This design comes from an exercise in tuning for small area, a short achievable clock period and few clock cycles per item on the open sky130 flow, not from production work. In this exercise RTL edits were held to simulation tests only and were not proved equivalent to the original.

run 1:
==> flow/design.v (excerpt) <==
module matrix_mul (
    input wire clk,
    input wire rst_n,
    input wire [127:0] matrix_a,
    input wire [127:0] matrix_b,
    input wire start,
    output wire done,
    output reg [255:0] result
);
Size in the first run: roughly 6300 cells after synthesis, roughly 520 I/O pins, roughly 47000 µm² of cells after synthesis.
==> flow/config.mk <==
export PLATFORM = sky130hd
export DESIGN_NAME = matrix_mul
export DESIGN_NICKNAME = matrix_mul
export VERILOG_FILES = /design/flow/design.v
export SDC_FILE = /design/flow/constraint.sdc
export NUM_CORES = 4
export LEC_CHECK = 0
export ABC_AREA = 1
export CAP_MARGIN = 20
export CORE_MARGIN = 2
export CORE_UTILIZATION = 40
export SLEW_MARGIN = 20
==> flow/constraint.sdc <==
create_clock -name core_clock -period 8.0 [get_ports {clk}]
set_input_delay 1.6000 -clock core_clock [delete_from_list [all_inputs] [get_ports {clk}]]
set_output_delay 1.6000 -clock core_clock [all_outputs]
set_load 0.01 [all_outputs]
standard.sh (not shown) runs the stock make flow with config.mk's settings and CLKGATE_MAP_FILE= SYNTH_SCRIPT=/design/flow/synth_recipe.tcl, a recipe that flattens the netlist after the stock synthesis.
==> flow/flow/run.sh <==
#!/bin/bash
# The standard layout with two changes:
#  - every input and output port gets a 1x buffer (sky130_fd_sc_hd__buf_1)
#    instead of the default delay buffer;
#  - after synthesis, flow/fa_polarity.tcl picks the polarity of each full
#    adder so that fewer inverters sit between adders (no register changes).
# make's output goes to standard.log; each ORFS step logs under orfs/logs/.
set -euo pipefail
export BUFFER_PORTS_ARGS="-buffer_cell sky130_fd_sc_hd__buf_1"
export POST_SYNTH_TCL="$PWD/flow/fa_polarity.tcl"
bash standard.sh finish > standard.log 2>&1
Other scripts of this flow, unchanged in this note and not shown: flow/flow/fa_polarity.tcl
Testbench counts of run 1, summed over its fixed seeds: cycles 1,784, items 256.
#### Input delta (run 2 over run 1)
Settings: removing ABC_AREA (formerly 1); setting SETUP_SLACK_MARGIN to 3.0 for the first time.
Notes after the runs:
Compared to run 1, the router laid down less metal wire for run 2. From run 1 to run 2 the numbers moved as follows: number of cells on the critical path lost 2; final design area excluding fillers lost 8.0%; data arrival time of the critical path picked up an extra 320 ps; multi-input logic area lost about 0.5%. Compared with run 1, in run 2 setup slack after layout went down 320 ps, cell depth of the worst flop-to-flop path went down 2.
Setup changes, run 2 to run 3
Settings: SETUP_SLACK_MARGIN changed from 3.0 to 5.0.
### Flow results
Against run 2, run 3 reports a global placement routability congestion that is lower. Run 3 vs. run 2: worst-margin pin slew fell 99 ps; final cell count rose 9.4%. Post-route worst hold slack in run 3 is 29 ps above run 2. Between run 3 and run 2, number of global-route vias before repair is higher for run 3, run 2 comes in under that. Taking run 2 as the reference, in run 3 count of instances resized after the clock tree is built higher; post-route antenna net violation count stayed essentially flat; via count saw an increase. Between run 3 and run 2, the difference in number of buffer and inverter stages on the critical path is negligible. What run 2 reported for first-pass GRT wire length has to be multiplied by 1.3 to get the figure for run 3.
Changes in run 4 relative to run 3:
Settings: SETUP_SLACK_MARGIN removed (was 5.0).
Results
Looking at capture point of the critical path, the result[159] result is from run 4; the result[222] one comes from run 3.
Final-layout clock buffer total was higher in the run labelled run 3.
Global-route usage over all layers: run 4 vs run 3 down 8.4 points
Run 4 completed every stage of the flow, and the final layout passed the timing, design-rule and antenna checks.
Looking at design area, run 4 sits about 21% lower than run 3 does.
Beginning of the critical path = opa[24]: run 3; beginning of the critical path = opa[20]: run 4
Post-layout utilization of the core for run 4 is lower than for run 3.
Going from run 3 to run 4, buffer count from post-CTS setup fixing saw a decrease; clock transition at the registers of the reported paths about even; register-to-register slack decreased 770 ps.

---

Another version of the RTL of matrix_mul (not shown whole).
Size in the first run: roughly 5,800 cells after synthesis, roughly 46,000 sq um of cells after synthesis.
export LEC_CHECK = 0
export ABC_AREA = 1
export CAP_MARGIN = 20
export CORE_MARGIN = 2
export CORE_UTILIZATION = 40
export CTS_BUF_LIST = sky130_fd_sc_hd__clkbuf_4 sky130_fd_sc_hd__clkbuf_8
export SETUP_SLACK_MARGIN = 4.1
export SLEW_MARGIN = 20
create_clock -name core_clock -period 8.0 [get_ports {clk}]
Scripts as last shown in full above: flow/flow/run.sh
Other scripts of this flow, unchanged in this note and not shown: flow/flow/fa_polarity.tcl
The starting point finished with timing, DRC and antenna clean.
Testbench counts at the start, summed over its fixed seeds: cycles 1,784, items 256.
Then changed:
- ABC_AREA: 1 -> unset
- SETUP_SLACK_MARGIN: 4.1 -> 3.7
Cell count goes down by 18%.
Worst hold slack is worse by 0.070 ns.
Synthesized cell count goes down by 23%.
Then changed:
- ABC_AREA: unset -> 1
- SETUP_SLACK_MARGIN: 3.7 -> 3.5
The new run went through all stages and came out clean; design area decreases by 1.7%; setup slack gets better by 0.10 ns; global-route usage drops by 2.0 points.
Then changed:
- ABC_AREA: 1 -> unset
- CORE_UTILIZATION: 40 -> 55
The new run passed the timing, design-rule and antenna checks. First-iteration DRC count rose by 14%. Clock skew fell by 0.020 ns. Routed wire length fell by 10%. Cell count fell by 23%. Worst hold slack degrades by 0.076 ns. Fmax fell by 3.3%. Area after synthesis fell by 8.4%.

---

## alpha
matrix_mul, a different RTL version from the one above (not shown whole).
Size: ~260 flip-flops, about 0.044 mm2 of cells after synthesis.
==> flow/config.mk <==
export PLATFORM = sky130hd
export DESIGN_NAME = matrix_mul
export DESIGN_NICKNAME = matrix_mul
export VERILOG_FILES = /design/flow/design.v
export SDC_FILE = /design/flow/constraint.sdc
export NUM_CORES = 4
export LEC_CHECK = 0
export CAP_MARGIN = 20
export CORE_MARGIN = 2
export CORE_UTILIZATION = 40
export SLEW_MARGIN = 20
==> flow/constraint.sdc <==
create_clock -name core_clock -period 8.0 [get_ports {clk}]
set_input_delay 1.6000 -clock core_clock [delete_from_list [all_inputs] [get_ports {clk}]]
set_output_delay 1.6000 -clock core_clock [all_outputs]
set_load 0.01 [all_outputs]
==> flow/flow/run.sh <==
#!/bin/bash
# The standard layout, with a 1x buffer (sky130_fd_sc_hd__buf_1) on every
# input and output port instead of the default delay buffer. make's output
# goes to standard.log; each ORFS step logs under orfs/logs/.
set -euo pipefail
export BUFFER_PORTS_ARGS="-buffer_cell sky130_fd_sc_hd__buf_1"
bash standard.sh finish > standard.log 2>&1
Testbench counts of alpha, summed over its fixed seeds: cycles 1,528, items 256.
Setup changes, alpha to beta
- SETUP_SLACK_MARGIN now 1.5, previously not set
==> flow/run.sh (new file) <==
#!/bin/bash
# synth_recipe.tcl (not shown) runs the flow's synth.tcl, then flattens the netlist and writes it again
# the make line also repeats each setting of config.mk as NAME=value (left out here)
make -C /OpenROAD-flow-scripts/flow DESIGN_CONFIG=/design/flow/config.mk WORK_HOME=/design/flow/orfs CLKGATE_MAP_FILE= SYNTH_SCRIPT=/design/flow/synth_recipe.tcl finish
removed: flow/flow/run.sh
removed: flow/standard.sh
--- outcome ---
The worst clock skew on the final layout was comparable across alpha and beta. Diff alpha and beta: clock-buffer cell count lower in alpha. Sequential share of layout area is higher on alpha. Reported for alpha and beta, number of synthesized flops with an enable pin turned out identical to the last digit. Going from alpha to beta, worst setup margin decreased by 0.014 ns relative to the old numbers, largest stage delay on the critical path decreased by 0.18 ns relative to the old numbers. Total placed cells including tap cells: beta vs alpha, no meaningful difference. Comparing alpha and beta, the higher ratio of final minimum period to clock period is on beta. Summary of beta over alpha: post-route worst hold slack comparable; count of buffers not belonging to the clock network in the layout now larger; wire length now larger.
For gamma, these inputs were changed with respect to beta:
- a deleted SETUP_SLACK_MARGIN that had been 1.5
==> comparison <==
Compared with beta, gamma shows final wirelength lower by 2.6%.
Going from beta to gamma, fraction of met3 tracks used by global routing flat; total iterations of the first detailed-routing run up 1.

---

== the previous run ==
RTL: one of the versions met above, not the one the previous note started from.
Size in the first run: ~5800 cells after synthesis, about 46000 µm² of cells after synthesis.
Settings: LEC_CHECK=0, ABC_AREA=1, CAP_MARGIN=20, CORE_MARGIN=2, CORE_UTILIZATION=55, CTS_BUF_LIST=sky130_fd_sc_hd__clkbuf_4 sky130_fd_sc_hd__clkbuf_8, SETUP_SLACK_MARGIN=3.5, SLEW_MARGIN=20; clock period 8.0 ns.
==> flow/flow/run.sh <==
#!/bin/bash
# The standard layout with two changes:
#  - every input and output port gets a 1x buffer (sky130_fd_sc_hd__buf_1)
#    instead of the default delay buffer;
#  - after synthesis, flow/fa_polarity.tcl picks the polarity of each full
#    adder so that fewer inverters sit between adders (no register changes).
# make's output goes to standard.log; each ORFS step logs under orfs/logs/.
set -euo pipefail
export BUFFER_PORTS_ARGS="-buffer_cell sky130_fd_sc_hd__buf_1"
export POST_SYNTH_TCL="$PWD/flow/fa_polarity.tcl"
bash standard.sh finish > standard.log 2>&1
Other scripts of this flow, unchanged in this note and not shown: flow/flow/fa_polarity.tcl
The previous run | status: complete | timing, DRC, antenna: pass
Testbench counts of the previous run, summed over its fixed seeds: cycles 1,784, items 256.
Inputs modified between the previous run and the current run:
# the previous run
export LEC_CHECK = 0
export ABC_AREA = 1
export CAP_MARGIN = 20
export CORE_MARGIN = 2
export CORE_UTILIZATION = 55
export CTS_BUF_LIST = sky130_fd_sc_hd__clkbuf_4 sky130_fd_sc_hd__clkbuf_8
export SETUP_SLACK_MARGIN = 3.5
export SLEW_MARGIN = 20
create_clock -name core_clock -period 8.0 [get_ports {clk}]
# the current run
export LEC_CHECK = 0
export CAP_MARGIN = 20
export CORE_MARGIN = 2
export CORE_UTILIZATION = 40
export CTS_BUF_LIST = sky130_fd_sc_hd__clkbuf_4 sky130_fd_sc_hd__clkbuf_8
export SETUP_SLACK_MARGIN = 3.0
export SLEW_MARGIN = 20
create_clock -name core_clock -period 8.0 [get_ports {clk}]
- The current run vs the previous run, capturing element of the worst setup path: result[207] vs result[111]
- The current run against the previous run: maximum single-stage delay on the critical path about even; area of the multi-input gates fell 6.9%; wire length per cell rose 0.85 µm.
- Comparing the current run against the previous run, there is no change at all in number of clock sinks.

-- what the ideal ports hide --
In the flow no input, the clock included, has a driving cell. The finished layouts below were timed again as built, in two steps.
Step 1 sets driving cells, clkbuf_16 on the clock port and buf_2 on the other inputs (assumed; they add their load-dependent delay and slew).
Step 2 times the ports against the registers' clock, not the clock port: input delays grow and output delays shrink by t, the midpoint of the rising clock arrivals with the driver on.
Slacks: ideal ports / drivers / drivers and shift; pairs: ideal ports / drivers.
run | t, ns | setup slack, ns | worst register clock-pin slew, ns
run 1 | 0.702 | 3.544 / 3.544 / 3.544 | 0.06 / 0.06
run 2 | 0.690 | 3.220 / 3.220 / 3.220 | 0.07 / 0.07
run 3 | 0.709 | 3.710 / 3.710 / 3.710 | 0.06 / 0.06
run 4 | 0.689 | 2.938 / 2.938 / 2.938 | 0.07 / 0.07
the first run of note 2 | 0.808 | 4.145 / 4.145 / 4.145 | 0.07 / 0.07
the second run of note 2 | 0.795 | 3.678 / 3.678 / 3.678 | 0.07 / 0.07
the third run of note 2 | 0.788 | 3.782 / 3.782 / 3.782 | 0.07 / 0.07
the fourth run of note 2 | 0.726 | 3.636 / 3.636 / 3.636 | 0.07 / 0.07
alpha | 0.679 | 1.606 / 1.629 / 0.977 | 0.07 / 0.07
beta | 0.676 | 1.592 / 1.631 / 0.955 | 0.06 / 0.06
gamma | 0.677 | 1.245 / 1.287 / 0.610 | 0.06 / 0.06
the previous run | 0.754 | 3.754 / 3.754 / 3.754 | 0.07 / 0.07
the current run | 0.783 | 3.229 / 3.229 / 3.229 | 0.07 / 0.07
After both steps setup and hold are still met in every run listed. The setup slack of beta, which loses most, moves by +0.039 ns with the drivers and by -0.637 ns with both steps.
